Background: an optimization exercise with open tools, aiming at small area. Do not read the settings as production practice.
In this exercise RTL edits were held to simulation tests only and were not proved equivalent to the original.
Power figures rest on the tool's default switching activity, not on a simulated workload.

==> flow/design.v (outline; a module is shown in full before it is edited, if it fits) <==
// module PIO_TO_CTRL: 38 lines
// module TX_MUX: 73 lines
// module PIO_EP_MEM_ACCESS: 222 lines
// module PIO_RX_ENGINE: 758 lines
// module PIO_TX_ENGINE: 285 lines
// module PIO_DMATEST: 306 lines
// module PIO_EP: 262 lines
// module PIO: 98 lines
module PIO #(
  parameter C_DATA_WIDTH = 128,             
  parameter KEEP_WIDTH = C_DATA_WIDTH / 8,               
  parameter TCQ        = 1
)(
  input                         sys_rst,
  input                         user_clk,
  input                         user_reset,
  input                         user_lnk_up,
  output  [1:0]                 pl_directed_link_change,
  output  [1:0]                 pl_directed_link_width,
  output                        pl_directed_link_speed,
  output                        pl_directed_link_auton,
  input                         pl_directed_change_done,
  input                         pl_sel_lnk_rate,
  input [1:0]                   pl_sel_lnk_width,
  input [5:0]                   pl_ltssm_state,
  input                         s_axis_tx_tready,
  output  [C_DATA_WIDTH-1:0]    s_axis_tx_tdata,
  output  [KEEP_WIDTH-1:0]      s_axis_tx_tkeep,
  output                        s_axis_tx_tlast,
  output                        s_axis_tx_tvalid,
  output                        tx_src_dsc,
  input  [C_DATA_WIDTH-1:0]     m_axis_rx_tdata,
  input  [KEEP_WIDTH-1:0]       m_axis_rx_tkeep,
  input                         m_axis_rx_tlast,
  input                         m_axis_rx_tvalid,
  output                        m_axis_rx_tready,
  input    [21:0]               m_axis_rx_tuser,
  input                         cfg_to_turnoff,
  output                        cfg_turnoff_ok,
  input [15:0]                  cfg_completer_id,
  input [15:0]                  cfg_command,
  input [15:0]                  cfg_dcommand,
  input [15:0]                  cfg_lcommand,
  input [15:0]                  cfg_dcommand2,
	input [3:0] dipsw,
	output [7:0] led
);
  // ...
==> flow/run.sh <==
#!/bin/bash
# synth_recipe.tcl (not shown) runs the flow's synth.tcl, then flattens the netlist and writes it again
# the make line also repeats each setting of config.mk as NAME=value (left out here)
make -C /OpenROAD-flow-scripts/flow DESIGN_CONFIG=/design/flow/config.mk WORK_HOME=/design/flow/orfs CLKGATE_MAP_FILE= SYNTH_SCRIPT=/design/flow/synth_recipe.tcl finish
==> flow/config.mk <==
export PLATFORM = sky130hd
export DESIGN_NAME = PIO
export DESIGN_NICKNAME = PIO
export VERILOG_FILES = /design/flow/design.v
export SDC_FILE = /design/flow/constraint.sdc
export NUM_CORES = 4
export LEC_CHECK = 0
export CAP_MARGIN = 20
export CORE_MARGIN = 2
export CORE_UTILIZATION = 40
export SLEW_MARGIN = 20
==> flow/constraint.sdc <==
create_clock -name core_clock -period 8.0 [get_ports {user_clk}]
set_input_delay 1.6000 -clock core_clock [delete_from_list [all_inputs] [get_ports {user_clk}]]
set_output_delay 1.6000 -clock core_clock [all_outputs]
set_load 0.01 [all_outputs]
==> results.cfg, run 1 <==
[floorplan]
coreArea_um2 = 117500
fp.dieW_um = 347.4
initial_utilization = 0.4017

[drt]
drt_wl_total_mm = 184.7
wl_met1_mm = 79.37
top_layer_used = met4
first_pass_iters = 9
drc = 0

[placement]
dp.cells = 6995
hpwl_mm = 133.0

[clock_tree]
cts_tree = done
cts-htree-levels = 3

[layout]
final_cell_mix = dfxtp_1 (977), nor2_1 (718), nand2_1 (521)
largest_reg_flops = 101
buffer_area_frac = 0.07287
final_common_cell = dfxtp_1
fin_nets = 5929
buffers = 418

[power]
leakage_uw = 0.02239
pwr-share-seq = 0.452
seq_power_uw = 5030
cellPowerDensity_nw_per_um2 = 199.5

[timing]
setup_tns_ns = 0
whs_ns = 0.4258
fin_skew_ns = 0.03969
finalCriticalPeriod_ns = 5.070

[synthesis]
synthCells = 5419
ys_top_cells_by_area = dfxtp_1 (42%), mux2i_1 (9.0%), nor2_1 (5.8%)
ys.flop_type = dfxtp_1
syn_area_per_cell_um2 = 8.707
synth_compound_area_frac = 0.1783
synthMuxAreaShare = 0.1124
seq_area_frac_synth = 0.4260
synthXorXnorAreaFrac = 0.02506

[worst_setup_path]
critical_path.top_delay_family = compound AO/OA/AOI/OAI gates
crit_required_ns = 8.60
timing.rr.start = PIO_EP_inst.PIO_DMATEST_inst.dma_len[15]
path_class = in2reg
startpoint_type = input port

[global_routing]
grt_pass1_vias = 38770
use_met1 = 0.4058
grtUsageTotal = 0.2936

[min_path]
whs_path_depth = 1

[status]
status = no timing/DRC/antenna violations
==> inputs of run 2 (changes only) <==
==> flow/design.v (replaced) <==
`timescale 1ps/1ps
module PIO_TO_CTRL #(
  parameter TCQ = 1
) (
  input               clk,
  input               rst_n,
  input               req_compl,
  input               compl_done,
  input               cfg_to_turnoff,
  output  reg         cfg_turnoff_ok
  );
  reg                 trn_pending;
  always @ ( posedge clk ) begin
    if (!rst_n )
    begin
      trn_pending <= 0;
    end
    else
    begin
      if (!trn_pending && req_compl)
        trn_pending <= 1'b1;
      else if (compl_done)
        trn_pending <= 1'b0;
    end
  end
  always @ ( posedge clk ) begin
    if (!rst_n )
    begin
      cfg_turnoff_ok <= 1'b0;
    end
    else
    begin
      if ( cfg_to_turnoff  && !trn_pending)
        cfg_turnoff_ok <= 1'b1;
      else
        cfg_turnoff_ok <= 1'b0;
    end
  end
endmodule  
`default_nettype none
`timescale 1ps/1ps
module TX_MUX # (
	parameter C_DATA_WIDTH = 64,
	parameter TCQ = 1,
	parameter KEEP_WIDTH = C_DATA_WIDTH / 8
)(
	input wire clk,
	input wire sys_rst,
	input wire s_axis_tx_tready,
	output wire [C_DATA_WIDTH-1:0] s_axis_tx_tdata,
	output wire [KEEP_WIDTH-1:0] s_axis_tx_tkeep,
	output wire s_axis_tx_tlast,
	output wire s_axis_tx_tvalid,
	output wire tx_src_dsc,
	input wire s_axis_tx1_req,
	output reg s_axis_tx1_ack,
	output wire s_axis_tx1_tready,
	input wire [C_DATA_WIDTH-1:0] s_axis_tx1_tdata,
	input wire [KEEP_WIDTH-1:0] s_axis_tx1_tkeep,
	input wire s_axis_tx1_tlast,
	input wire s_axis_tx1_tvalid,
	input wire tx1_src_dsc,
	input wire s_axis_tx2_req,
	output reg s_axis_tx2_ack,
	output wire s_axis_tx2_tready,
	input wire [C_DATA_WIDTH-1:0] s_axis_tx2_tdata,
	input wire [KEEP_WIDTH-1:0] s_axis_tx2_tkeep,
	input wire s_axis_tx2_tlast,
	input wire s_axis_tx2_tvalid,
	input wire tx2_src_dsc
);
always @(posedge clk) begin
	if (sys_rst) begin
		s_axis_tx1_ack <= 1'b0;
		s_axis_tx2_ack <= 1'b0;
	end else begin
		case ({s_axis_tx2_ack, s_axis_tx1_ack})
		2'b00: begin
			if (s_axis_tx1_req)
				s_axis_tx1_ack <= 1'b1;
			else if (s_axis_tx2_req)
				s_axis_tx2_ack <= 1'b1;
			else begin
				s_axis_tx1_ack <= 1'b0;
				s_axis_tx2_ack <= 1'b0;
			end
		end
		2'b01: begin
			if (~s_axis_tx1_req) begin
				s_axis_tx1_ack <= 1'b0;
				if (s_axis_tx2_req)
					s_axis_tx2_ack <= 1'b1;
			end
		end
		2'b10: begin
			if (~s_axis_tx2_req) begin
				s_axis_tx2_ack <= 1'b0;
				if (s_axis_tx1_req)
					s_axis_tx1_ack <= 1'b1;
			end
		end
		2'b11: begin
		end
		endcase
	end
end
assign s_axis_tx1_tready= s_axis_tx_tready & s_axis_tx1_ack;
assign s_axis_tx2_tready= s_axis_tx_tready & s_axis_tx2_ack;
assign s_axis_tx_tdata  = s_axis_tx2_ack ? s_axis_tx2_tdata:  s_axis_tx1_tdata;
assign s_axis_tx_tkeep  = s_axis_tx2_ack ? s_axis_tx2_tkeep:  s_axis_tx1_tkeep;
assign s_axis_tx_tlast  = s_axis_tx2_ack ? s_axis_tx2_tlast:  s_axis_tx1_tlast;
assign s_axis_tx_tvalid = s_axis_tx2_ack ? s_axis_tx2_tvalid: s_axis_tx1_tvalid;
assign tx_src_dsc       = s_axis_tx2_ack ? tx2_src_dsc:       tx1_src_dsc;
endmodule  
`default_nettype wire
`default_nettype none
`timescale 1ps/1ps
module PIO_EP_MEM_ACCESS  #(
	parameter TCQ = 1
) (
	input wire clk,
	input wire sys_rst,
	output wire soft_reset,
	input wire [13:0] rd_addr,      
	input wire  [3:0] rd_be,        
	output wire [31:0] rd_data,      
	input wire  [2:0] wr_tgt,       
	input wire  [3:0] wr_be,        
	input wire [31:0] wr_data,      
	input wire        wr_en,        
	output wire       wr_busy,      
	output reg  [2:0] dma_testmode,
	output reg [31:2] dma_addrl,
	output reg [15:0] dma_addrh,
	output reg [31:2] dma_length,
	output reg [31:0] dma_para,
	input wire [31:0] dma_tx_pps,
	input wire [31:0] dma_tx_dw,
	input wire [31:0] dma_rx_pps,
	input wire [31:0] dma_rx_dw,
        input wire        user_lnk_up,
	input wire [15:0] cfg_command,
	input wire [15:0] cfg_dcommand,
	input wire [15:0] cfg_lcommand,
	input wire [15:0] cfg_dcommand2,
        output reg  [1:0] pl_directed_link_change,
        output reg  [1:0] pl_directed_link_width,
        output reg        pl_directed_link_speed,
        output reg        pl_directed_link_auton,
        input wire        pl_directed_change_done,
        input wire        pl_sel_lnk_rate,
        input wire [1:0]  pl_sel_lnk_width,
        input wire [5:0]  pl_ltssm_state,
	input wire [31:0] debug1,
	input wire [31:0] debug2,
	input wire [31:0] debug3,
	input wire [31:0] debug4
);
reg [31:0] read_data;
reg req_link_change;
reg req_link_speed;
reg [1:0] req_link_width;
always @(posedge clk) begin
	if (sys_rst) begin
		req_link_change <= 1'b0;
		req_link_speed <= 2'b0;
		req_link_width <= 2'b00;
		dma_testmode <= 3'b000;
		dma_addrl <= (32'h0000_0000 >> 2);
		dma_addrh <= 16'h0002;
		dma_length <= (32'h0000_0000 >> 2);
		dma_para <= 32'h0016_0A10;
		read_data <= 32'h0;
	end else begin
		req_link_change <= 1'b0;
		if (rd_addr[13:12] == 2'b01) begin  
		case (rd_addr[5:0])
			6'h00:  
				read_data[31:0] <= {3'h0, pl_sel_lnk_rate,  2'h0, pl_sel_lnk_width, 21'h0, dma_testmode};
			6'h01:  
				read_data[31:0] <= {dma_para[31:0]};
			6'h02:  
				read_data[31:0] <= {cfg_command, cfg_lcommand};
			6'h03: begin  
				case (cfg_dcommand[7:5])	 
				3'b000: read_data[31:16] <= 16'd128;
				3'b001: read_data[31:16] <= 16'd256;
				3'b010: read_data[31:16] <= 16'd512;
				3'b011: read_data[31:16] <= 16'd1024;
				3'b100: read_data[31:16] <= 16'd2048;
				3'b101: read_data[31:16] <= 16'd4096;
				default:read_data[31:16] <= 16'd000;
				endcase
				case (cfg_dcommand[14:12])	 
				3'b000: read_data[15:0] <= 16'd128;
				3'b001: read_data[15:0] <= 16'd256;
				3'b010: read_data[15:0] <= 16'd512;
				3'b011: read_data[15:0] <= 16'd1024;
				3'b100: read_data[15:0] <= 16'd2048;
				3'b101: read_data[15:0] <= 16'd4096;
				default: read_data[15:0] <= 16'd000;
				endcase
			end
			6'h04:  
				read_data[31:0] <= {32'h0, dma_addrh[15:0]};
			6'h05:  
				read_data[31:0] <= {dma_addrl[31:2],2'b00};
			6'h06:  
				read_data[31:0] <= {dma_length[31:2],2'b0};
			6'h08:  
				read_data[31:0] <= {dma_tx_pps[31:0]};
			6'h09:  
				read_data[31:0] <= {dma_tx_dw[31:0]};
			6'h0a:  
				read_data[31:0] <= {dma_rx_pps[31:0]};
			6'h0b:  
				read_data[31:0] <= {dma_rx_dw[31:0]};
			6'h10:  
				read_data[31:0] <= debug1;
			6'h11:  
				read_data[31:0] <= debug2;
			6'h12:  
				read_data[31:0] <= debug3;
			6'h13:  
				read_data[31:0] <= debug4;
			default: read_data[31:0] <= 32'h0;
		endcase
		end
		if (wr_en == 1'b1) begin  
			case (wr_tgt)
				3'd1: begin  
					if (wr_be[0]) begin
						req_link_speed <= wr_data[28];
						req_link_width <= wr_data[25:24];
						req_link_change <= 1'b1;
					end
					if (wr_be[3])
						dma_testmode[2:0] <= wr_data[2:0];
				end
				3'd2: begin  
					if (wr_be[0])
						dma_para[31:24] <= wr_data[31:24];
					if (wr_be[1])
						dma_para[23:16] <= wr_data[23:16];
					if (wr_be[2])
						dma_para[15: 8] <= wr_data[15:8];
					if (wr_be[3])
						dma_para[ 7: 0] <= wr_data[7:0];
				end
				3'd3: begin  
					if (wr_be[2])
						dma_addrh[15: 8] <= wr_data[15:8];
					if (wr_be[3])
						dma_addrh[ 7: 0] <= wr_data[7:0];
				end
				3'd4: begin  
					if (wr_be[0])
						dma_addrl[31:24] <= wr_data[31:24];
					if (wr_be[1])
						dma_addrl[23:16] <= wr_data[23:16];
					if (wr_be[2])
						dma_addrl[15: 8] <= wr_data[15:8];
					if (wr_be[3])
						dma_addrl[ 7: 2] <= wr_data[7:2];
				end
				3'd5: begin  
					if (wr_be[0])
						dma_length[31:24] <= wr_data[31:24];
					if (wr_be[1])
						dma_length[23:16] <= wr_data[23:16];
					if (wr_be[2])
						dma_length[15: 8] <= wr_data[15:8];
					if (wr_be[3])
						dma_length[ 7: 2] <= wr_data[7:2];
				end
			default: ;
			endcase
		end
	end
end
parameter LC_IDLE  = 2'b00;
parameter LC_WAIT  = 2'b01;
parameter LC_WAIT2 = 2'b10;
reg [1:0] lc_state;
always @(posedge clk) begin
	if (sys_rst) begin
		lc_state <= LC_IDLE;
		pl_directed_link_change <= 2'b00;
        	pl_directed_link_speed <= 1'b00;
        	pl_directed_link_width <= 2'b00;
		pl_directed_link_auton <= 1'b0;
	end else begin
		case (lc_state)
		LC_IDLE: begin
			if (req_link_change && ((req_link_speed != pl_sel_lnk_rate) || (req_link_width != pl_sel_lnk_width))) begin
				lc_state <= LC_WAIT;
			end
		end
		LC_WAIT: begin
        		if (user_lnk_up && pl_ltssm_state == 6'h16) begin
				if (req_link_speed != pl_sel_lnk_rate) begin
					pl_directed_link_change[1] <= 1'b1;
        				pl_directed_link_speed <= req_link_speed;
				end
				if  (req_link_width != pl_sel_lnk_width) begin
					pl_directed_link_change[0] <= 1'b1;
        				pl_directed_link_width <= req_link_width;
				end
				pl_directed_link_auton <= 1'b0;
				lc_state <= LC_WAIT2;
			end
		end
		LC_WAIT2: begin
        		if (pl_directed_change_done || !user_lnk_up) begin
				pl_directed_link_change[1:0] <= 2'b00;
        			pl_directed_link_speed <= 1'b00;
        			pl_directed_link_width <= 2'b00;
				pl_directed_link_auton <= 1'b0;
				lc_state <= LC_IDLE;
			end
		end
		endcase
	end
end
assign soft_reset = req_link_change;
function [31:0] dec_data;
	input [1:0] sel;
	input [31:0] bar0;
	input [31:0] bar2;
	input [31:0] bios;
	case (sel)
		2'b00: dec_data = 32'h0;
		2'b01: dec_data = bar0;
		2'b10: dec_data = bar2;
		2'b11: dec_data = bios;
	endcase
endfunction
assign rd_data = dec_data(rd_addr[13:12], read_data, 32'h0, 32'h00);
assign wr_busy = 1'b0;
endmodule
`default_nettype wire
`timescale 1ps/1ps
module PIO_RX_ENGINE  #(
  parameter TCQ = 1,
  parameter C_DATA_WIDTH = 64,
  parameter KEEP_WIDTH = C_DATA_WIDTH / 8
) (
  input                         clk,
  input                         rst_n,
  input  [C_DATA_WIDTH-1:0]     m_axis_rx_tdata,
  input                         m_axis_rx_tvalid,
  input    [21:0]               m_axis_rx_tuser,
  output reg         req_compl,
  output reg         req_compl_wd,
  input              compl_done,
  output reg [2:0]   req_tc,
  output reg         req_td,
  output reg         req_ep,
  output reg [1:0]   req_attr,
  output reg [9:0]   req_len,
  output reg [15:0]  req_rid,
  output reg [7:0]   req_tag,
  output reg [3:0]   req_be,
  output reg         req_bar0,       
  output reg [5:0]   req_idx,        
  output reg [2:0]   wr_tgt,         
  output reg [3:0]   wr_be,
  output reg [31:0]  wr_data,
  output reg         wr_en
);
  localparam S_RST   = 3'd0;
  localparam S_RD    = 3'd1;    
  localparam S_WR32  = 3'd2;    
  localparam S_WR64  = 3'd3;    
  localparam S_DW3   = 3'd4;    
  localparam S_WAITW = 3'd5;    
  localparam S_WAITR = 3'd6;    
  localparam S_WAITS = 3'd7;    
  localparam T_NONE = 3'd0;
  localparam T_R00  = 3'd1;
  localparam T_R01  = 3'd2;
  localparam T_R04  = 3'd3;
  localparam T_R05  = 3'd4;
  localparam T_R06  = 3'd5;
  reg [2:0] state;
  reg       stuck;
  reg       rx_ready;
  wire sof_present = m_axis_rx_tuser[14];
  wire sof_mid     = m_axis_rx_tuser[13];
  wire bar0 = m_axis_rx_tuser[2] & ~m_axis_rx_tuser[4] & ~m_axis_rx_tuser[8];
  wire [63:0] hdr = sof_mid ? m_axis_rx_tdata[127:64] : m_axis_rx_tdata[63:0];
  wire [6:0]  fmt_type = hdr[30:24];
  wire        fmt_b7   = hdr[31];
  wire [9:0]  len      = hdr[9:0];
  wire        len1     = (len == 10'd1);
  wire        lennz    = (len != 10'd0);
  wire is_rd32 = (fmt_type == 7'b00_00000);
  wire is_wr32 = (fmt_type == 7'b10_00000);
  wire is_rd64 = (fmt_type == 7'b01_00000);
  wire is_wr64 = (fmt_type == 7'b11_00000);
  wire is_iord = (fmt_type == 7'b00_00010);
  wire is_iowr = (fmt_type == 7'b10_00010);
  function [2:0] tgt;
    input       b0;
    input [5:0] idx;
    begin
      if (!b0)
        tgt = T_NONE;
      else case (idx)
        6'h00: tgt = T_R00;
        6'h01: tgt = T_R01;
        6'h04: tgt = T_R04;
        6'h05: tgt = T_R05;
        6'h06: tgt = T_R06;
        default: tgt = T_NONE;
      endcase
    end
  endfunction
  wire sop = m_axis_rx_tvalid && rx_ready && sof_present;
  wire ld_rd_mid  = sof_mid && (((is_rd32 || is_rd64) && lennz) || (is_iord && len1));
  wire ld_rd_rt   = !sof_mid && (is_rd32 || is_rd64 || is_iord) && len1;
  wire ld_io      = is_iowr && len1;
  wire ld_wbe     = (is_wr32 || is_wr64 || is_iowr) && len1;
  always @(posedge clk) begin
    if (sop) begin
      req_len <= len;
      if (ld_rd_mid || ld_rd_rt || ld_io) begin
        req_tc   <= hdr[22:20];
        req_td   <= hdr[15];
        req_ep   <= hdr[14];
        req_attr <= hdr[13:12];
        req_rid  <= hdr[63:48];
        req_tag  <= hdr[47:40];
      end
      if (ld_wbe)
        wr_be <= hdr[35:32];
      stuck <= fmt_b7;
    end
    if (sop && !sof_mid && (is_wr32 || is_iowr)) begin
      wr_data <= m_axis_rx_tdata[127:96];
    end else if (state == S_WR32) begin
      wr_data <= m_axis_rx_tdata[63:32];
    end else if (state == S_WR64) begin
      wr_data <= m_axis_rx_tdata[95:64];
    end else begin
      wr_data <= m_axis_rx_tdata[31:0];
    end
    if (sop && !sof_mid)
      wr_tgt <= tgt(bar0, m_axis_rx_tdata[71:66]);
    else if (state == S_WR32 || state == S_WR64)
      wr_tgt <= tgt(bar0, m_axis_rx_tdata[7:2]);
  end
  always @(posedge clk) begin
    if (!rst_n) begin
      rx_ready     <= 1'b0;
      req_compl    <= 1'b0;
      req_compl_wd <= 1'b1;
      req_be       <= 4'b0;
      req_bar0     <= 1'b0;
      req_idx      <= 6'b0;
      wr_en        <= 1'b0;
      state        <= S_RST;
    end else begin
      wr_en        <= 1'b0;
      req_compl    <= 1'b0;
      case (state)
        S_RST: begin
          rx_ready     <= 1'b1;
          req_compl_wd <= 1'b1;
          if (sop) begin
            rx_ready <= 1'b0;
            if (sof_mid) begin
              if (ld_rd_mid)
                req_be <= hdr[35:32];
              if (ld_rd_mid)
                state <= S_RD;
              else if ((is_wr32 || is_iowr) && len1)
                state <= S_WR32;
              else if (is_wr64 && len1)
                state <= S_WR64;
            end else begin
              if (ld_rd_rt) begin
                req_be    <= hdr[35:32];
                req_bar0  <= bar0;
                req_idx   <= m_axis_rx_tdata[71:66];
                req_compl <= 1'b1;
                state     <= fmt_b7 ? S_WAITS : S_WAITR;
              end else if ((is_wr32 || is_iowr) && len1) begin
                wr_en     <= 1'b1;
                if (is_iowr) begin
                  req_compl    <= 1'b1;
                  req_compl_wd <= 1'b0;
                end
                state     <= fmt_b7 ? S_WAITS : S_WAITW;
              end else if (is_wr64) begin
                if (len1)
                  state <= S_DW3;
                else
                  state <= fmt_b7 ? S_WAITS : S_WAITW;
              end
            end
          end
        end
        S_RD: if (m_axis_rx_tvalid) begin
          req_bar0     <= bar0;
          req_idx      <= m_axis_rx_tdata[7:2];
          req_compl    <= 1'b1;
          req_compl_wd <= 1'b1;
          state        <= stuck ? S_WAITS : S_WAITR;
        end
        S_WR32, S_WR64, S_DW3: if (m_axis_rx_tvalid) begin
          wr_en <= 1'b1;
          state <= stuck ? S_WAITS : S_WAITW;
        end
        S_WAITW: begin
          rx_ready <= 1'b1;
          state    <= S_RST;
        end
        S_WAITR: if (compl_done) begin
          rx_ready <= 1'b1;
          state    <= S_RST;
        end
        default: ;
      endcase
    end
  end
endmodule  
`default_nettype none
`timescale 1ps/1ps
module PIO_TX_ENGINE    #(
  parameter C_DATA_WIDTH = 64,
  parameter TCQ = 1,
  parameter KEEP_WIDTH = C_DATA_WIDTH / 8
)(
  input wire        clk,
  input wire        rst_n,
  output  reg                     s_axis_tx_req,
  input wire                      s_axis_tx_ack,
  input wire                      s_axis_tx_tready,
  output  reg [C_DATA_WIDTH-1:0]  s_axis_tx_tdata,
  output  reg [KEEP_WIDTH-1:0]    s_axis_tx_tkeep,
  output  reg                     s_axis_tx_tlast,
  output  reg                     s_axis_tx_tvalid,
  output wire                     tx_src_dsc,
  input wire                      req_compl,
  input wire                      req_compl_wd,
  output reg                      compl_done,
  input wire [2:0]                req_tc,
  input wire                      req_td,
  input wire                      req_ep,
  input wire [1:0]                req_attr,
  input wire [9:0]                req_len,
  input wire [15:0]               req_rid,
  input wire [7:0]                req_tag,
  input wire [3:0]                req_be,
  input wire [15:0]               req_addr,
  output wire [13:0]              rd_addr,
  output reg [3:0]                rd_be,
  input wire [31:0]               rd_data,
  input wire [15:0]               completer_id
);
localparam PIO_CPLD_FMT_TYPE      = 7'b10_01010;
localparam PIO_CPL_FMT_TYPE       = 7'b00_01010;
localparam PIO_TX_RST_STATE       = 2'b00;
localparam PIO_TX_CPLD_QW1_FIRST  = 2'b01;
localparam PIO_TX_CPLD_QW1_TEMP   = 2'b10;
localparam PIO_TX_CPLD_QW1        = 2'b11;
  reg [11:0]              byte_count;
  reg [6:0]               lower_addr;
  reg                     req_compl_q;
  reg                     req_compl_wd_q;
  reg                     compl_busy_i;
  wire                    compl_wd;
  assign tx_src_dsc = 1'b0;
  assign rd_addr = req_addr[15:2];
  always @(posedge clk) begin
    if (!rst_n)
    begin
     rd_be <= 0;
    end else begin
     rd_be <= req_be[3:0];
    end
  end
  always @ (rd_be) begin
    casex (rd_be[3:0])
      4'b1xx1 : byte_count = 12'h004;
      4'b01x1 : byte_count = 12'h003;
      4'b1x10 : byte_count = 12'h003;
      4'b0011 : byte_count = 12'h002;
      4'b0110 : byte_count = 12'h002;
      4'b1100 : byte_count = 12'h002;
      4'b0001 : byte_count = 12'h001;
      4'b0010 : byte_count = 12'h001;
      4'b0100 : byte_count = 12'h001;
      4'b1000 : byte_count = 12'h001;
      4'b0000 : byte_count = 12'h001;
      default : byte_count = 12'h001;
    endcase
  end
  always @ ( posedge clk ) begin
    if (!rst_n ) 
    begin
      req_compl_q      <= 1'b0;
      req_compl_wd_q   <= 1'b1;
    end  
    else
    begin
      req_compl_q      <= req_compl;
      req_compl_wd_q   <= req_compl_wd;
    end  
  end
    always @ (rd_be or req_addr or compl_wd) begin
    casex ({compl_wd, rd_be[3:0]})
       5'b1_0000 : lower_addr = {req_addr[6:2], 2'b00};
       5'b1_xxx1 : lower_addr = {req_addr[6:2], 2'b00};
       5'b1_xx10 : lower_addr = {req_addr[6:2], 2'b01};
       5'b1_x100 : lower_addr = {req_addr[6:2], 2'b10};
       5'b1_1000 : lower_addr = {req_addr[6:2], 2'b11};
       5'b0_xxxx : lower_addr = 8'h0;
       default   : lower_addr = 8'h0;
    endcase  
    end
  generate
    if (C_DATA_WIDTH == 64) begin : gen_cpl_64
      reg         [1:0]            state;
      assign compl_wd = req_compl_wd_q;
      always @ ( posedge clk ) begin
        if (!rst_n ) 
        begin
          s_axis_tx_tlast   <= 1'b0;
          s_axis_tx_tvalid  <= 1'b0;
          s_axis_tx_tdata   <= {C_DATA_WIDTH{1'b0}};
          s_axis_tx_tkeep   <= {KEEP_WIDTH{1'b0}};
          s_axis_tx_req     <= 1'b0;
          compl_done        <= 1'b0;
          compl_busy_i      <= 1'b0;
          state             <= PIO_TX_RST_STATE;
        end  
        else
        begin
          compl_done        <= 1'b0;
          if (req_compl_q ) 
            compl_busy_i <= 1'b1;
          case ( state )
            PIO_TX_RST_STATE : begin
              if (compl_busy_i) 
              begin
                s_axis_tx_req     <= 1'b1;
                s_axis_tx_tdata   <= {C_DATA_WIDTH{1'b0}};
                s_axis_tx_tkeep   <= 8'hFF;
                s_axis_tx_tlast   <= 1'b0;
                s_axis_tx_tvalid  <= 1'b0;
                  if (s_axis_tx_tready && s_axis_tx_ack)
                    state             <= PIO_TX_CPLD_QW1_FIRST;
                  else
                  state             <= PIO_TX_RST_STATE;
               end
              else
              begin
                s_axis_tx_req     <= 1'b0;
                s_axis_tx_tlast   <= 1'b0;
                s_axis_tx_tvalid  <= 1'b0;
                s_axis_tx_tdata   <= 64'b0;
                s_axis_tx_tkeep   <= 8'hFF;
                compl_done        <= 1'b0;
                state             <= PIO_TX_RST_STATE;
              end  
              end  
            PIO_TX_CPLD_QW1_FIRST : begin
              if (s_axis_tx_tready) begin
                s_axis_tx_tlast  <= 1'b0;
                s_axis_tx_tdata  <= {                       
                                      completer_id,              
                                      {3'b0},                    
                                      {1'b0},                    
                                      byte_count,                
                                      {1'b0},                    
                                      (req_compl_wd_q ?
                                      PIO_CPLD_FMT_TYPE :
                                      PIO_CPL_FMT_TYPE),         
                                      {1'b0},                    
                                      req_tc,                    
                                      {4'b0},                    
                                      req_td,                    
                                      req_ep,                    
                                      req_attr,                  
                                      {2'b0},                    
                                      req_len                    
                                      };
                s_axis_tx_tkeep   <= 8'hFF;
                state             <= PIO_TX_CPLD_QW1_TEMP;
                end
            else
                state             <= PIO_TX_RST_STATE;
               end  
            PIO_TX_CPLD_QW1_TEMP : begin   
                s_axis_tx_tvalid <= 1'b1;
                state             <= PIO_TX_CPLD_QW1;
            end
            PIO_TX_CPLD_QW1 : begin
              if (s_axis_tx_tready)
              begin
                s_axis_tx_tlast  <= 1'b1;
                s_axis_tx_tvalid <= 1'b1;
                s_axis_tx_tdata  <= {         
                                      rd_data,     
                                      req_rid,     
                                      req_tag,     
                                      {1'b0},      
                                      lower_addr   
                                      };
                if (req_compl_wd_q)
                  s_axis_tx_tkeep <= 8'hFF;
                else
                  s_axis_tx_tkeep <= 8'h0F;
                compl_done        <= 1'b1;
                compl_busy_i      <= 1'b0;
                state             <= PIO_TX_RST_STATE;
              end  
              else
                state             <= PIO_TX_CPLD_QW1;
            end  
            default : begin
              state             <= PIO_TX_RST_STATE;
            end
          endcase
        end  
      end
    end
    else if (C_DATA_WIDTH == 128) begin : gen_cpl_128
      reg                     hold_state;
      reg                     req_compl_q2;
      reg                     req_compl_wd_q2;
      assign compl_wd = req_compl_wd_q2;
      always @ ( posedge clk ) begin
        if (!rst_n ) 
        begin
          req_compl_q2      <= 1'b0;
          req_compl_wd_q2   <= 1'b0;
        end  
        else
        begin
          req_compl_q2      <= req_compl_q;
          req_compl_wd_q2   <= req_compl_wd_q;
        end  
      end
      always @ ( posedge clk ) begin
        if (!rst_n ) 
        begin
          s_axis_tx_tlast   <= 1'b0;
          s_axis_tx_tvalid  <= 1'b0;
          s_axis_tx_tdata   <= {C_DATA_WIDTH{1'b0}};
          s_axis_tx_tkeep   <= {KEEP_WIDTH{1'b0}};
          s_axis_tx_req     <= 1'b0;
          compl_done        <= 1'b0;
          hold_state        <= 1'b0;
        end  
        else
        begin
          if (req_compl_q2 | hold_state)
          begin
            if (s_axis_tx_tready & s_axis_tx_ack) 
            begin
              s_axis_tx_tlast   <= 1'b1;
              s_axis_tx_tvalid  <= 1'b1;
              s_axis_tx_tdata   <= {                    
                                  rd_data,                   
                                  req_rid,                   
                                  req_tag,                   
                                  {1'b0},                    
                                  lower_addr,                
                                  completer_id,              
                                  {3'b0},                    
                                  {1'b0},                    
                                  byte_count,                
                                  {1'b0},                    
                                  (req_compl_wd_q2 ?
                                  PIO_CPLD_FMT_TYPE :
                                  PIO_CPL_FMT_TYPE),         
                                  {1'b0},                    
                                  req_tc,                    
                                  {4'b0},                    
                                  req_td,                    
                                  req_ep,                    
                                  req_attr,                  
                                  {2'b0},                    
                                  req_len                    
                                  };
              if (req_compl_wd_q2)
                s_axis_tx_tkeep   <= 16'hFFFF;
              else
                s_axis_tx_tkeep   <= 16'h0FFF;
              compl_done        <= 1'b1;
              hold_state        <= 1'b0;
              s_axis_tx_req     <= 1'b0;
            end  
            else begin
              hold_state        <= 1'b1;
              s_axis_tx_req     <= 1'b1;
            end
          end  
          else
          begin
            s_axis_tx_tlast   <= 1'b0;
            s_axis_tx_tvalid  <= 1'b0;
            s_axis_tx_tdata   <= {C_DATA_WIDTH{1'b0}};
            s_axis_tx_tkeep   <= {KEEP_WIDTH{1'b1}};
            compl_done        <= 1'b0;
          end  
        end  
      end
    end
  endgenerate
endmodule  
`default_nettype wire
`default_nettype none
`timescale 1ps/1ps
module PIO_DMATEST # (
	parameter C_DATA_WIDTH = 64,
	parameter TCQ = 1,
	parameter KEEP_WIDTH = C_DATA_WIDTH / 8
)(
	input wire clk,
	input wire sys_rst,
	input wire soft_reset,
	input wire s_axis_other_req,
	output reg s_axis_tx_req,
	input wire s_axis_tx_ack,
	input wire s_axis_tx_tready,
	output wire [C_DATA_WIDTH-1:0] s_axis_tx_tdata,
	output wire [KEEP_WIDTH-1:0] s_axis_tx_tkeep,
	output wire s_axis_tx_tlast,
	output wire s_axis_tx_tvalid,
	output wire tx_src_dsc,
	input wire [15:0] cfg_completer_id,
	input wire [C_DATA_WIDTH-1:0] m_axis_rx_tdata,
	input wire [KEEP_WIDTH-1:0] m_axis_rx_tkeep,
	input wire m_axis_rx_tlast,
	input wire m_axis_rx_tvalid,
	input wire [21:0] m_axis_rx_tuser,
	input wire [15:0] cfg_command,
	input wire [15:0] cfg_dcommand,
	input wire [15:0] cfg_lcommand,
	input wire [15:0] cfg_dcommand2,
	input wire  [2:0] dma_testmode,
	input wire [31:2] dma_addrl,
	input wire [15:0] dma_addrh,
	input wire [31:2] dma_length,
	input wire [31:0] dma_para,
	output wire [31:0] dma_tx_pps,
	output wire [31:0] dma_tx_dw,
	output wire [31:0] dma_rx_pps,
	output wire [31:0] dma_rx_dw,
	output reg [31:0] debug1,
	output reg [31:0] debug2,
	output reg [31:0] debug3,
	output wire [31:0] debug4
);
wire sof_present = m_axis_rx_tuser[14];
reg oneshot_1sec;
reg [11:0] counter_1sec;
always @(posedge clk) begin
	if (sys_rst) begin
		counter_1sec <= 12'd2500;
		oneshot_1sec <= 1'b0;
	end else begin
		oneshot_1sec <= (counter_1sec == 12'd0);
		if (counter_1sec != 12'd0)
			counter_1sec <= counter_1sec - 12'd1;
		else
			counter_1sec <= 12'd2500;
	end
end
localparam TLP_TX_IDLE      = 2'd0;
localparam TLP_TX_WRITE     = 2'd1;
localparam TLP_TX_READ      = 2'd2;
localparam TLP_TX_READWAIT  = 2'd3;
localparam K_ZERO = 3'd0;
localparam K_W1   = 3'd1;
localparam K_W2   = 3'd2;
localparam K_W3   = 3'd3;
localparam K_W4   = 3'd4;
localparam K_WH   = 3'd5;	 
localparam K_RH   = 3'd6;	 
reg [1:0] tx_state;
reg rw_wait;
reg [15:0] tlp_tx_count;
reg [11:0] tlp_tx_pps;
reg [19:0] tlp_tx_dw;
reg [11:0] tlp_rx_pps;
reg [21:0] tlp_rx_dw;
reg [11:0] st_tx_pps;
reg [19:0] st_tx_dw;
reg [11:0] st_rx_pps;
reg [21:0] st_rx_dw;
reg [31:2] dma_addr;
reg [31:2] dma_len;
reg [7:0] tlp_tx_tag;
reg [7:0] tlp_rx_tag;
reg tx_done;
reg rx_done;
reg [15:0] tlp_remain;
reg [15:0] debug4_r;
reg [2:0]  kind;
reg [31:0] b_hi;	 
reg [15:0] b_ah;	 
reg [15:0] b_cid;	 
reg [7:0]  b_tag;	 
reg [7:0]  b_len;	 
wire read_fire = (tlp_tx_count == {8'h00, dma_para[15:8]});
wire read_send = read_fire && (tlp_remain <= dma_para[31:16]);
wire go_on = s_axis_tx_tready && !s_axis_other_req;
always @(posedge clk) begin
	if (sys_rst) begin
		dma_addr <= 30'h0;
		dma_len <= 30'h0;
		tlp_tx_tag <= 8'h0;
		tlp_rx_tag <= 8'h0;
		tlp_tx_pps <= 12'h0;
		tlp_tx_dw <= 20'h0;
		st_tx_pps <= 12'h0;
		st_tx_dw <= 20'h0;
		tlp_tx_count <= 16'h0;
		s_axis_tx_req <= 1'b0;
		kind <= K_ZERO;
		tx_done <= 1'b0;
		tx_state <= TLP_TX_IDLE;
		rw_wait <= 1'b0;
	end else begin
		tx_done <= 1'b0;
		rw_wait <= 1'b0;
		kind <= K_ZERO;
		if (oneshot_1sec) begin
			st_tx_pps <= tlp_tx_pps;
			st_tx_dw <= tlp_tx_dw;
			tlp_tx_pps <= 12'h0;
			tlp_tx_dw <= 20'h0;
		end
		case (tx_state)
		TLP_TX_IDLE: begin
			tlp_tx_count <= 16'h0;
			if (rw_wait) begin
			end else if (dma_testmode != 3'h0 && s_axis_other_req == 1'b0) begin
				if (dma_addr == 30'h0) begin
					dma_addr <= dma_addrl;
					dma_len  <= dma_length;
				end
				s_axis_tx_req <= 1'b1;
				if (s_axis_tx_ack && s_axis_tx_tready) begin
					if (dma_testmode == 3'b001)
						tx_state <= TLP_TX_WRITE;
					else if (dma_testmode[1])
						tx_state <= TLP_TX_READ;
					else if (dma_testmode[2])
						rw_wait <= 1'b1;
				end
			end else
				s_axis_tx_req <= 1'b0;
		end
		TLP_TX_WRITE: begin
			tlp_tx_count <= tlp_tx_count + 16'h1;
			case (tlp_tx_count[2:0])
			3'd0: kind <= K_WH;
			3'd1: kind <= K_W1;
			3'd2: kind <= K_W2;
			3'd3: kind <= K_W3;
			3'd4: begin
				kind <= K_W4;
				tx_done <= 1'b1;
				if (!oneshot_1sec)
					tlp_tx_pps <= tlp_tx_pps + 12'h1;
				dma_addr <= dma_addr + {22'h00, dma_para[7:0]};
				dma_len <= dma_len - {22'h00, dma_para[7:0]};
				tlp_tx_tag <= tlp_tx_tag + 8'h1;
				if (dma_len == 30'h00) begin
					dma_addr <= dma_addrl;
					dma_len  <= dma_length;
				end
				if (go_on)
					tlp_tx_count <= 16'h0;
			end
			default: begin
				s_axis_tx_req <= 1'b0;
				tx_state <= TLP_TX_IDLE;
			end
			endcase
		end
		TLP_TX_READ: begin
			tlp_tx_count <= tlp_tx_count + 16'h1;
			if (read_fire) begin
				tlp_tx_count <= 16'h0;
				if (read_send) begin
					tx_done <= 1'b1;
					kind <= K_RH;
					if (!oneshot_1sec) begin
						tlp_tx_pps <= tlp_tx_pps + 12'h1;
						tlp_tx_dw <= tlp_tx_dw + {12'h0, dma_para[7:0]};
					end
					dma_addr <= dma_addr + {22'h00, dma_para[7:0]};
					dma_len <= dma_len - {22'h00, dma_para[7:0]};
					tlp_rx_tag <= tlp_rx_tag + 8'h1;
					if (dma_len == 30'h00) begin
						dma_addr <= dma_addrl;
						dma_len  <= dma_length;
					end
					if (go_on && dma_testmode[0])
						tx_state <= TLP_TX_READWAIT;
				end
				if (!go_on) begin
					s_axis_tx_req <= 1'b0;
					tx_state <= TLP_TX_IDLE;
				end
			end
		end
		TLP_TX_READWAIT: begin
			if (!go_on) begin
				s_axis_tx_req <= 1'b0;
				tx_state <= TLP_TX_IDLE;
			end else if (rx_done)
				tx_state <= TLP_TX_READ;
		end
		endcase
	end
end
always @(posedge clk) begin
	if (tx_state == TLP_TX_WRITE && tlp_tx_count[2:0] == 3'd1)
		b_hi <= {20'h0, tlp_tx_pps};
	else
		b_hi <= {dma_addr, 2'b00};
	b_ah <= dma_addrh;
	b_cid <= cfg_completer_id;
	b_tag <= (tx_state == TLP_TX_WRITE) ? tlp_tx_tag : tlp_rx_tag;
	b_len <= dma_para[7:0];
end
wire k_wh = (kind == K_WH);
wire k_rh = (kind == K_RH);
wire k_h  = k_wh | k_rh;
wire k_w1 = (kind == K_W1);
wire k_w2 = (kind == K_W2);
wire k_w3 = (kind == K_W3);
wire k_w4 = (kind == K_W4);
assign s_axis_tx_tvalid = (kind != K_ZERO);
assign s_axis_tx_tlast  = k_w4 | k_rh;
assign s_axis_tx_tkeep  = {KEEP_WIDTH{s_axis_tx_tvalid}};
assign s_axis_tx_tdata  =
	({128{k_h}}  & {b_hi, 16'h0, b_ah, b_cid, b_tag, 8'hFF, 8'h00, 8'h00, 8'h00, b_len}) |
	({128{k_wh}} & 128'h00000000_00000000_00000000_60000000) |
	({128{k_rh}} & 128'h00000000_00000000_00000000_20000000) |
	({128{k_w1}} & {b_hi, 96'hFFFF0000_FFFFFFFF_55D50040}) |
	({128{k_w2}} & 128'h0A5AC0A8_00004011_002E0000_08004500) |
	({128{k_w3}} & 128'hCC00CC00_001A0000_02660D5E_0165C0A8) |
	({128{k_w4}} & 128'h40414243_3C3D3E3F_38393A3B_34353637);
assign tx_src_dsc = 1'b0;
wire cpld = m_axis_rx_tuser[13] ? (m_axis_rx_tdata[94:88] == 7'b1001010)
                                : (m_axis_rx_tdata[30:24] == 7'b1001010);
wire rx_hit = m_axis_rx_tvalid && sof_present && cpld;
always @(posedge clk) begin
	if (sys_rst) begin
		tlp_rx_pps <= 12'h0;
		tlp_rx_dw <= 22'h0;
		st_rx_pps <= 12'h0;
		st_rx_dw <= 22'h0;
		rx_done <= 1'b0;
		debug1 <= 32'h0;
		debug2 <= 32'h0;
		debug3 <= 32'h0;
	end else begin
		if (oneshot_1sec) begin
			st_rx_pps <= tlp_rx_pps;
			st_rx_dw <= tlp_rx_dw;
			tlp_rx_pps <= 12'h0;
			tlp_rx_dw <= 22'h0;
		end
		rx_done <= rx_hit;
		if (rx_hit) begin
			if (tlp_rx_pps == 12'd0) debug1 <= m_axis_rx_tdata[127:96];
			if (tlp_rx_pps == 12'd1) debug2 <= m_axis_rx_tdata[127:96];
			if (tlp_rx_pps == 12'd2) debug3 <= m_axis_rx_tdata[127:96];
			if (!oneshot_1sec) begin
				tlp_rx_pps <= tlp_rx_pps + 12'h1;
				tlp_rx_dw <= tlp_rx_dw + {12'h0, m_axis_rx_tuser[13] ? m_axis_rx_tdata[73:64] : m_axis_rx_tdata[9:0]};
			end
		end
	end
end
always @(posedge clk) begin
	if (sys_rst || soft_reset) begin
		tlp_remain <= 16'd0;
		if (sys_rst)
			debug4_r <= 16'h0;
	end else begin
		debug4_r <= tlp_remain;
		if (tx_done == 1'b1 && rx_done == 1'b0)
			tlp_remain <= tlp_remain + 16'd1;
		else if (tx_done == 1'b0 && rx_done == 1'b1)
			tlp_remain <= tlp_remain - 16'd1;
	end
end
assign dma_tx_pps = {20'h0, st_tx_pps};
assign dma_tx_dw  = {12'h0, st_tx_dw};
assign dma_rx_pps = {20'h0, st_rx_pps};
assign dma_rx_dw  = {10'h0, st_rx_dw};
assign debug4     = {16'h0, debug4_r};
endmodule
`default_nettype wire
`timescale 1ps/1ps
module PIO_EP #(
  parameter C_DATA_WIDTH = 64,	     
  parameter KEEP_WIDTH = C_DATA_WIDTH / 8,	       
  parameter TCQ	= 1
) (
  input			 sys_rst,
  input			 clk,
  input			 rst_n,
  input                  user_lnk_up,
  output  [1:0]                 pl_directed_link_change,
  output  [1:0]                 pl_directed_link_width,
  output                        pl_directed_link_speed,
  output                        pl_directed_link_auton,
  input                         pl_directed_change_done,
  input                         pl_sel_lnk_rate,
  input [1:0]                   pl_sel_lnk_width,
  input [5:0]                   pl_ltssm_state,
  input			 s_axis_tx_tready,
  output  [C_DATA_WIDTH-1:0]    s_axis_tx_tdata,
  output  [KEEP_WIDTH-1:0]      s_axis_tx_tkeep,
  output			s_axis_tx_tlast,
  output			s_axis_tx_tvalid,
  output			tx_src_dsc,
  input   [C_DATA_WIDTH-1:0]    m_axis_rx_tdata,
  input   [KEEP_WIDTH-1:0]      m_axis_rx_tkeep,
  input			 m_axis_rx_tlast,
  input			 m_axis_rx_tvalid,
  output			m_axis_rx_tready,
  input   [21:0]		m_axis_rx_tuser,
  output			req_compl,
  output			compl_done,
  input   [15:0]		cfg_completer_id,
  input [15:0]                  cfg_command,
  input [15:0]                  cfg_dcommand,
  input [15:0]                  cfg_lcommand,
  input [15:0]                  cfg_dcommand2,
	input [3:0] dipsw,
	output [7:0] led
);
    wire  [13:0]      rd_addr;
    wire  [3:0]       rd_be;
    wire  [31:0]      rd_data;
    wire  [2:0]       wr_tgt;
    wire  [3:0]       wr_be;
    wire  [31:0]      wr_data;
    wire	      wr_en;
    wire	      wr_busy;
    wire	      req_compl_int;
    wire	      req_compl_wd;
    wire	      compl_done_int;
    wire  [2:0]       req_tc;
    wire	      req_td;
    wire	      req_ep;
    wire  [1:0]       req_attr;
    wire  [9:0]       req_len;
    wire  [15:0]      req_rid;
    wire  [7:0]       req_tag;
    wire  [3:0]       req_be;
    wire              req_bar0;
    wire  [5:0]       req_idx;
    wire  [15:0]      req_addr = {1'b0, req_bar0, 6'b0, req_idx, 2'b00};
    wire              m_axis_rx_tready1;
    assign m_axis_rx_tready = 1'b1;  
wire  [2:0] dma_testmode;
wire [31:2] dma_addrl;
wire [15:0] dma_addrh;
wire [31:2] dma_length;
wire [31:0] dma_para;
wire [31:0] dma_tx_pps;
wire [31:0] dma_tx_dw;
wire [31:0] dma_rx_pps;
wire [31:0] dma_rx_dw;
wire soft_reset;
wire [7:0] debug = 8'h00;
wire [31:0] debug1, debug2, debug3, debug4;
    PIO_EP_MEM_ACCESS  #(
       .TCQ( TCQ )
       ) EP_MEM_inst (
      .sys_rst(sys_rst),        
      .clk(clk),	        
      .soft_reset(soft_reset),
      .rd_addr(rd_addr),      
      .rd_be(rd_be),	  
      .rd_data(rd_data),      
      .wr_tgt(wr_tgt),        
      .wr_be(wr_be),	  
      .wr_data(wr_data),      
      .wr_en(wr_en),	  
      .wr_busy(wr_busy),      
	.dma_testmode(dma_testmode),
	.dma_addrl(dma_addrl),
	.dma_addrh(dma_addrh),
	.dma_length(dma_length),
	.dma_para(dma_para),
	.dma_tx_pps(dma_tx_pps),
	.dma_tx_dw(dma_tx_dw),
	.dma_rx_pps(dma_rx_pps),
	.dma_rx_dw(dma_rx_dw),
        .user_lnk_up(user_lnk_up),
        .cfg_command( cfg_command ),
        .cfg_dcommand( cfg_dcommand ),
        .cfg_lcommand( cfg_lcommand ),
        .cfg_dcommand2( cfg_dcommand2 ),
        .pl_directed_link_auton( pl_directed_link_auton ),
        .pl_directed_link_change( pl_directed_link_change ),
        .pl_directed_link_speed( pl_directed_link_speed ),
        .pl_directed_link_width( pl_directed_link_width ),
        .pl_directed_change_done( pl_directed_change_done ),
        .pl_sel_lnk_rate ( pl_sel_lnk_rate ),
        .pl_sel_lnk_width ( pl_sel_lnk_width ),
        .pl_ltssm_state ( pl_ltssm_state ),
	.debug1(debug1),
	.debug2(debug2),
	.debug3(debug3),
	.debug4(debug4)
      );
  PIO_RX_ENGINE #(
    .C_DATA_WIDTH( C_DATA_WIDTH ),
    .KEEP_WIDTH( KEEP_WIDTH ),
    .TCQ( TCQ )
  ) EP_RX_inst (
    .clk(clk),
    .rst_n(rst_n),
    .m_axis_rx_tdata( m_axis_rx_tdata ),
    .m_axis_rx_tvalid( m_axis_rx_tvalid ),
    .m_axis_rx_tuser ( m_axis_rx_tuser ),
    .req_compl(req_compl_int),
    .req_compl_wd(req_compl_wd),
    .compl_done(compl_done_int),
    .req_tc(req_tc),
    .req_td(req_td),
    .req_ep(req_ep),
    .req_attr(req_attr),
    .req_len(req_len),
    .req_rid(req_rid),
    .req_tag(req_tag),
    .req_be(req_be),
    .req_bar0(req_bar0),
    .req_idx(req_idx),
    .wr_tgt(wr_tgt),
    .wr_be(wr_be),
    .wr_data(wr_data),
    .wr_en(wr_en)
  );
wire s_axis_tx1_req, s_axis_tx2_req;
wire s_axis_tx1_ack, s_axis_tx2_ack;
wire s_axis_tx1_tready, s_axis_tx2_tready;
wire [C_DATA_WIDTH-1:0] s_axis_tx1_tdata, s_axis_tx2_tdata;
wire [KEEP_WIDTH-1:0] s_axis_tx1_tkeep, s_axis_tx2_tkeep;
wire s_axis_tx1_tlast, s_axis_tx2_tlast;
wire s_axis_tx1_tvalid, s_axis_tx2_tvalid;
wire tx1_src_dsc, tx2_src_dsc;
TX_MUX # (
	.C_DATA_WIDTH( C_DATA_WIDTH ),
	.KEEP_WIDTH( KEEP_WIDTH ),
	.TCQ( TCQ )
) TXMUX_inst (
	.clk(clk),
	.sys_rst(sys_rst),
	.s_axis_tx_tready(s_axis_tx_tready),
	.s_axis_tx_tdata(s_axis_tx_tdata),
	.s_axis_tx_tkeep(s_axis_tx_tkeep),
	.s_axis_tx_tlast(s_axis_tx_tlast),
	.s_axis_tx_tvalid(s_axis_tx_tvalid),
	.tx_src_dsc(tx_src_dsc),
	.s_axis_tx1_req(s_axis_tx1_req),
	.s_axis_tx1_ack(s_axis_tx1_ack),
	.s_axis_tx1_tready(s_axis_tx1_tready),
	.s_axis_tx1_tdata(s_axis_tx1_tdata),
	.s_axis_tx1_tkeep(s_axis_tx1_tkeep),
	.s_axis_tx1_tlast(s_axis_tx1_tlast),
	.s_axis_tx1_tvalid(s_axis_tx1_tvalid),
	.tx1_src_dsc(tx1_src_dsc),
	.s_axis_tx2_req(s_axis_tx2_req),
	.s_axis_tx2_ack(s_axis_tx2_ack),
	.s_axis_tx2_tready(s_axis_tx2_tready),
	.s_axis_tx2_tdata(s_axis_tx2_tdata),
	.s_axis_tx2_tkeep(s_axis_tx2_tkeep),
	.s_axis_tx2_tlast(s_axis_tx2_tlast),
	.s_axis_tx2_tvalid(s_axis_tx2_tvalid),
	.tx2_src_dsc(tx2_src_dsc)
);
  PIO_TX_ENGINE #(
    .C_DATA_WIDTH( C_DATA_WIDTH ),
    .KEEP_WIDTH( KEEP_WIDTH ),
    .TCQ( TCQ )
  )EP_TX_inst(
    .clk(clk),				   
    .rst_n(rst_n),			       
    .s_axis_tx_req(s_axis_tx1_req),
    .s_axis_tx_ack(s_axis_tx1_ack),
    .s_axis_tx_tready( s_axis_tx1_tready ),       
    .s_axis_tx_tdata( s_axis_tx1_tdata ),	 
    .s_axis_tx_tkeep( s_axis_tx1_tkeep ),	 
    .s_axis_tx_tlast( s_axis_tx1_tlast ),	 
    .s_axis_tx_tvalid( s_axis_tx1_tvalid ),       
    .tx_src_dsc( tx1_src_dsc ),		   
    .req_compl(req_compl_int),		 
    .req_compl_wd(req_compl_wd),	       
    .compl_done(compl_done_int),		 
    .req_tc(req_tc),			   
    .req_td(req_td),			   
    .req_ep(req_ep),			   
    .req_attr(req_attr),		       
    .req_len(req_len),			 
    .req_rid(req_rid),			 
    .req_tag(req_tag),			 
    .req_be(req_be),			   
    .req_addr(req_addr),		       
    .rd_addr(rd_addr),			 
    .rd_be(rd_be),			     
    .rd_data(rd_data),			 
    .completer_id(cfg_completer_id)	    
    );
PIO_DMATEST # (
	.C_DATA_WIDTH( C_DATA_WIDTH ),
	.KEEP_WIDTH( KEEP_WIDTH ),
	.TCQ( TCQ )
) PIO_DMATEST_inst (
	.clk(clk),
	.sys_rst(sys_rst),
        .soft_reset(soft_reset),
	.s_axis_other_req(s_axis_tx1_req),
	.s_axis_tx_req(s_axis_tx2_req),
	.s_axis_tx_ack(s_axis_tx2_ack),
	.s_axis_tx_tready( s_axis_tx2_tready ),       
	.s_axis_tx_tdata( s_axis_tx2_tdata ),	 
	.s_axis_tx_tkeep( s_axis_tx2_tkeep ),	 
	.s_axis_tx_tlast( s_axis_tx2_tlast ),	 
	.s_axis_tx_tvalid( s_axis_tx2_tvalid ),       
	.tx_src_dsc( tx2_src_dsc ),		   
	.cfg_completer_id(cfg_completer_id),    
	.m_axis_rx_tdata( m_axis_rx_tdata ),     
	.m_axis_rx_tkeep( m_axis_rx_tkeep ),     
	.m_axis_rx_tlast( m_axis_rx_tlast ),     
	.m_axis_rx_tvalid( m_axis_rx_tvalid ),   
	.m_axis_rx_tuser ( m_axis_rx_tuser ),    
        .cfg_command( cfg_command ),
        .cfg_dcommand( cfg_dcommand ),
        .cfg_lcommand( cfg_lcommand ),
        .cfg_dcommand2( cfg_dcommand2 ),
	.dma_testmode(dma_testmode),
	.dma_addrl(dma_addrl),
	.dma_addrh(dma_addrh),
	.dma_length(dma_length),
	.dma_para(dma_para),
	.dma_tx_pps(dma_tx_pps),
	.dma_tx_dw(dma_tx_dw),
	.dma_rx_pps(dma_rx_pps),
	.dma_rx_dw(dma_rx_dw),
	.debug1(debug1),
	.debug2(debug2),
	.debug3(debug3),
	.debug4(debug4)
);
assign led = debug;
assign req_compl  = req_compl_int;
assign compl_done = compl_done_int;
endmodule  
`timescale 1ps/1ps
module PIO #(
  parameter C_DATA_WIDTH = 128,             
  parameter KEEP_WIDTH = C_DATA_WIDTH / 8,               
  parameter TCQ        = 1
)(
  input                         sys_rst,
  input                         user_clk,
  input                         user_reset,
  input                         user_lnk_up,
  output  [1:0]                 pl_directed_link_change,
  output  [1:0]                 pl_directed_link_width,
  output                        pl_directed_link_speed,
  output                        pl_directed_link_auton,
  input                         pl_directed_change_done,
  input                         pl_sel_lnk_rate,
  input [1:0]                   pl_sel_lnk_width,
  input [5:0]                   pl_ltssm_state,
  input                         s_axis_tx_tready,
  output  [C_DATA_WIDTH-1:0]    s_axis_tx_tdata,
  output  [KEEP_WIDTH-1:0]      s_axis_tx_tkeep,
  output                        s_axis_tx_tlast,
  output                        s_axis_tx_tvalid,
  output                        tx_src_dsc,
  input  [C_DATA_WIDTH-1:0]     m_axis_rx_tdata,
  input  [KEEP_WIDTH-1:0]       m_axis_rx_tkeep,
  input                         m_axis_rx_tlast,
  input                         m_axis_rx_tvalid,
  output                        m_axis_rx_tready,
  input    [21:0]               m_axis_rx_tuser,
  input                         cfg_to_turnoff,
  output                        cfg_turnoff_ok,
  input [15:0]                  cfg_completer_id,
  input [15:0]                  cfg_command,
  input [15:0]                  cfg_dcommand,
  input [15:0]                  cfg_lcommand,
  input [15:0]                  cfg_dcommand2,
	input [3:0] dipsw,
	output [7:0] led
);  
  wire          req_compl;
  wire          compl_done;
  reg           pio_reset_n;
  always @(posedge user_clk) begin
    if (user_reset)
        pio_reset_n <= 1'b0;
    else
        pio_reset_n <= user_lnk_up;
  end
  PIO_EP  #(
    .C_DATA_WIDTH( C_DATA_WIDTH ),
    .KEEP_WIDTH( KEEP_WIDTH ),
    .TCQ( TCQ )
  ) PIO_EP_inst (
    .sys_rst( sys_rst ),
    .clk( user_clk ),                              
    .rst_n( pio_reset_n ),                         
    .user_lnk_up( user_lnk_up ),
    .pl_directed_link_change( pl_directed_link_change ),
    .pl_directed_link_width( pl_directed_link_width ),
    .pl_directed_link_speed( pl_directed_link_speed ),
    .pl_directed_link_auton( pl_directed_link_auton ),
    .pl_directed_change_done ( pl_directed_change_done ),
    .pl_sel_lnk_rate ( pl_sel_lnk_rate ),
    .pl_sel_lnk_width ( pl_sel_lnk_width ),
    .pl_ltssm_state ( pl_ltssm_state ),
    .s_axis_tx_tready( s_axis_tx_tready ),         
    .s_axis_tx_tdata( s_axis_tx_tdata ),           
    .s_axis_tx_tkeep( s_axis_tx_tkeep ),           
    .s_axis_tx_tlast( s_axis_tx_tlast ),           
    .s_axis_tx_tvalid( s_axis_tx_tvalid ),         
    .tx_src_dsc( tx_src_dsc ),                     
    .m_axis_rx_tdata( m_axis_rx_tdata ),           
    .m_axis_rx_tkeep( m_axis_rx_tkeep ),           
    .m_axis_rx_tlast( m_axis_rx_tlast ),           
    .m_axis_rx_tvalid( m_axis_rx_tvalid ),         
    .m_axis_rx_tready( m_axis_rx_tready ),         
    .m_axis_rx_tuser ( m_axis_rx_tuser ),          
    .req_compl(req_compl),                         
    .compl_done(compl_done),                       
    .cfg_completer_id ( cfg_completer_id ),         
    .cfg_command( cfg_command ),
    .cfg_dcommand( cfg_dcommand ),
    .cfg_lcommand( cfg_lcommand ),
    .cfg_dcommand2( cfg_dcommand2 ),
	.dipsw(dipsw),
	.led(led)
  );
  PIO_TO_CTRL #(
    .TCQ( TCQ )
  ) PIO_TO_inst  (
    .clk( user_clk ),                        
    .rst_n( pio_reset_n ),                   
    .req_compl( req_compl ),                 
    .compl_done( compl_done ),               
    .cfg_to_turnoff( cfg_to_turnoff ),       
    .cfg_turnoff_ok( cfg_turnoff_ok )        
  );
endmodule  
==> flow/config.mk (replaced) <==
export PLATFORM = sky130hd
export DESIGN_NAME = PIO
export DESIGN_NICKNAME = PIO
export VERILOG_FILES = /design/flow/design.v
export SDC_FILE = /design/flow/constraint.sdc
export NUM_CORES = 4
export LEC_CHECK = 0
export CAP_MARGIN = 20
export CORE_MARGIN = 2
export CORE_UTILIZATION = 40
export CTS_BUF_LIST = sky130_fd_sc_hd__clkbuf_4 sky130_fd_sc_hd__clkbuf_8
export SLEW_MARGIN = 20
==> run 2 against run 1 <==
Clock power decreased by 24%. Routed wire length decreased by 16%. Synthesized cell count decreased by 16%. Area after synthesis decreased by 18%. Utilization increased by 0.54 points. Clock skew increased by 0.019 ns. Register-to-register slack got worse by 0.23 ns. Via count decreased by 16%. Combinational power increased by 7.4%. Critical endpoint is now s_axis_tx_tdata[107].
==> results.cfg, run 2 <==
[timing]
fin_crit_sh = 0.7137
setup_violations = 0
setup_tns_ns = 0
slew_viol_final = 0
fmax_mhz = 175.1
fin_skew_ns = 0.05909
rsz0062_at_grt = false
finalCriticalPeriod_ns = 5.710
relSlewSlack = 0.2025
hold_viol = 0
worstMarginPinSlew_ns = 1.189

[floorplan]
coreArea_um2 = 96570
io_pins = 431
die_h_um = 315.8
rows = 114
initial_utilization = 0.4027
fp.dieW_um = 315.8
dieArea_um2 = 99720

[layout]
area_growth_pct = 19.26
fin_nets = 5132
final_common_cell = dfxtp_1
final_cell_mix = dfxtp_1 (755), nand2_1 (543), nor2_1 (481)
largest_reg_flops = 101
num-fill-cells = 9427
fin_util = 0.4802
finalNonFillerCells = 6158
largest-register = PIO_EP_inst.EP_TX_inst.s_axis_tx_tdata
drive_above_1_share = 0.09369

[power]
leakage_uw = 0.01725
finalPower_uw = 9097
ir_worst_vdd_v = 0.0001575
pwr-share-clk = 0.460
switchingPower_uw = 2335
switching_share = 0.2567
p_int_uw = 6762
pwr-share-seq = 0.470
cellPowerDensity_nw_per_um2 = 196.2
comb_power_share = 0.070

[min_path]
hp-start = PIO_EP_inst.EP_MEM_inst.dma_addrh[6]
hp-class = reg2reg

[drt]
vias = 36060
drc = 0
drt_wl_total_mm = 154.8
first_pass_iters = 9
dr.first_iter.drc_count = 4401
vias_per_cell = 5.856
drtAntennaViolNets = 0
wire_per_inst_um = 25.13

[worst_setup_path]
crit_end = s_axis_tx_tdata[107]
cpMostUsedCell = a21oi_1
rr_endpoint = PIO_EP_inst.PIO_DMATEST_inst.dma_addr[31]
end_kind = output port
critical_path.top_delay_family = simple AND/OR/NAND/NOR gates
startpoint_type = flip-flop
crit_required_ns = 6.40
timing.rr.start = PIO_EP_inst.EP_MEM_inst.dma_para[17]
crit_cells = 5
worst-path-buf-inv = 1
path_class = reg2out
cp_slowest_cell = dfxtp_1
crit_arrival_ns = 4.11
worst_r2r_path_depth = 11
slowest_delay_ns = 0.83
rrSetupSlack_ns = 3.62
startpoint = PIO_EP_inst.PIO_DMATEST_inst.kind[1]
path_cells = nand2_1 > nor2_1 > a21oi_1 > a21oi_1 > clkdlybuf4s50_1
path_max_fanout = 20

[synthesis]
synth_top_family_by_area = simple AND/OR/NAND/NOR gates
synthMuxAreaShare = 0.08621
synthTopCellsByCount = dfxtp_1 (759), nand2_1 (548), nor2_1 (492)
synth_fa_ha_area_frac = 0.03153
synth_seq_cells = 824
synth_warnings = 7
async_flop_share = 0
synth-simple-area-share = 0.1897
syn-cell-area_um2 = 38880
synth_edf_count = 65
seq_area_frac_synth = 0.4410
ys_types = 89
synthCells = 4532
yosys.area.top_type_share = 0.3908
synth_top_cell_by_area = dfxtp_1
synth_compound_area_frac = 0.1875
synth_most_common_cell = dfxtp_1
ys_top_cells_by_area = dfxtp_1 (39%), mux2i_1 (6.8%), a21oi_1 (6.0%)
ys.flop_type = dfxtp_1
synthXorXnorAreaFrac = 0.01644
syn_area_per_cell_um2 = 8.580

[placement]
hpwl_mm = 113.7
place.gp.congestion = 0.9776
dp.cells = 5899
io_buffers = 351

[clock_tree]
postCtsHoldBufs = 0
clk_pin_slew_ns = 0.06
postCtsSetupBuffers = 0
cts-root-buf = clkbuf_8
cts_made_buffers = 143
ctsResizeCount = 0
cts-htree-levels = 4
clk_path_buf_depth = 3
clock_latency_ns = 0.85
clkSinkCount = 824
cts_tree = done

[global_routing]
grt_pass1_wl_mm = 221.1
antenna_found_initial = 15
grtUsageTotal = 0.3017
grt_max_degree = 103
grt_overflow = 0
grt_pass1_vias = 32430

[run]
maxCapViolCount = 0

[status]
status = no timing/DRC/antenna violations
[run 2: power groups by stage]
stage                     Clock [uW]  Sequential, uW  Combinational [uW]
after CTS                       4220            4270                 617
after global routing            4410            4280                 678
after floorplan                    0            4330                 341
after detailed placement           0            4360                 615
after global placement             0            4360                 612
final                           4190            4280                 635
[run 2: kinds of logic (layout without fill, tap and decap cells)]
logic type | after synthesis | after routing
other cells | 2 | 19
xor+xnor | 73 | 73
compound gates | 1135 | 1135
simple gates | 1627 | 1627
buf+inv | 449 | 782
mux | 327 | 327
fa+ha+maj | 95 | 95
flops | 824 | 824
[run 2: worst min path at each step]
stage | end | slack (ns) | cells after the start
5_1_grt | PIO_EP_inst.PIO_DMATEST_inst.b_ah[6] | 0.35 | 0
6_report | PIO_EP_inst.PIO_DMATEST_inst.b_ah[6] | 0.35 | 0
4_1_cts | PIO_EP_inst.PIO_DMATEST_inst.b_ah[6] | 0.34 | 0
3_3_place_gp | PIO_EP_inst.PIO_DMATEST_inst.b_ah[9] | 0.36 | 0
2_1_floorplan | PIO_EP_inst.PIO_DMATEST_inst.b_ah[3] | 0.35 | 0
3_5_place_dp | PIO_EP_inst.PIO_DMATEST_inst.b_ah[9] | 0.36 | 0
[run 2: routing by layer]
layer	track usage	routed length (um)	up-vias
met1	0.4110	65190	17300
li1	-	-	16640
met5	0	119	-
met3	0.08632	17110	315
met2	0.4445	65350	1785
met4	0.1298	7009	16
[run 2: cell type report]
class                      instances  area, um2  share of cell area
multi-input combinational       3272      20080              0.4331
sequential                       824      17160              0.3700
timing repair buffer             414       4006             0.08640
clock buffer                     215       2709             0.05842
tap                             1276       1597             0.03443
inverter                         114      427.9            0.009228
clock inverter                    39      384.1            0.008283
antenna                            4      10.01           0.0002159
[run 2: through the flow]
stage                     hold slack (ns)  setup WS, ns  instance area [um2]
final                              0.3484         2.290                46370
after global routing               0.3486         2.069                46360
after floorplan                    0.3497         3.036                38930
after CTS                          0.3441         2.251                46310
after global placement             0.3560         2.618                43220
after detailed placement           0.3617         2.610                43220

## port drivers added, routing unchanged
No port has a modelled driver above. Below, the same layouts with a new extraction and two added sets of constraints. Step 1 sets driving cells, clkbuf_16 on the clock port and buf_2 on the other inputs (assumed; they add their load-dependent delay and slew). Step 2 also shifts input and output timing later by t, the mid clock arrival at the registers, as if the neighbouring blocks saw the same clock. Three values: no drivers, after step 1, after step 2; two values: the first two.
run | t, ns | slack for setup (ns) | pins driven straight from the clock port
run 1 | 0.789 | 2.930 / 2.974 / 2.185 | 1
run 2 | 0.891 | 2.290 / 2.223 / 2.498 | 1
After both steps setup and hold are still met in every run listed. The setup slack of run 1, which loses most, moves by +0.044 ns with the drivers and by -0.745 ns with both steps.
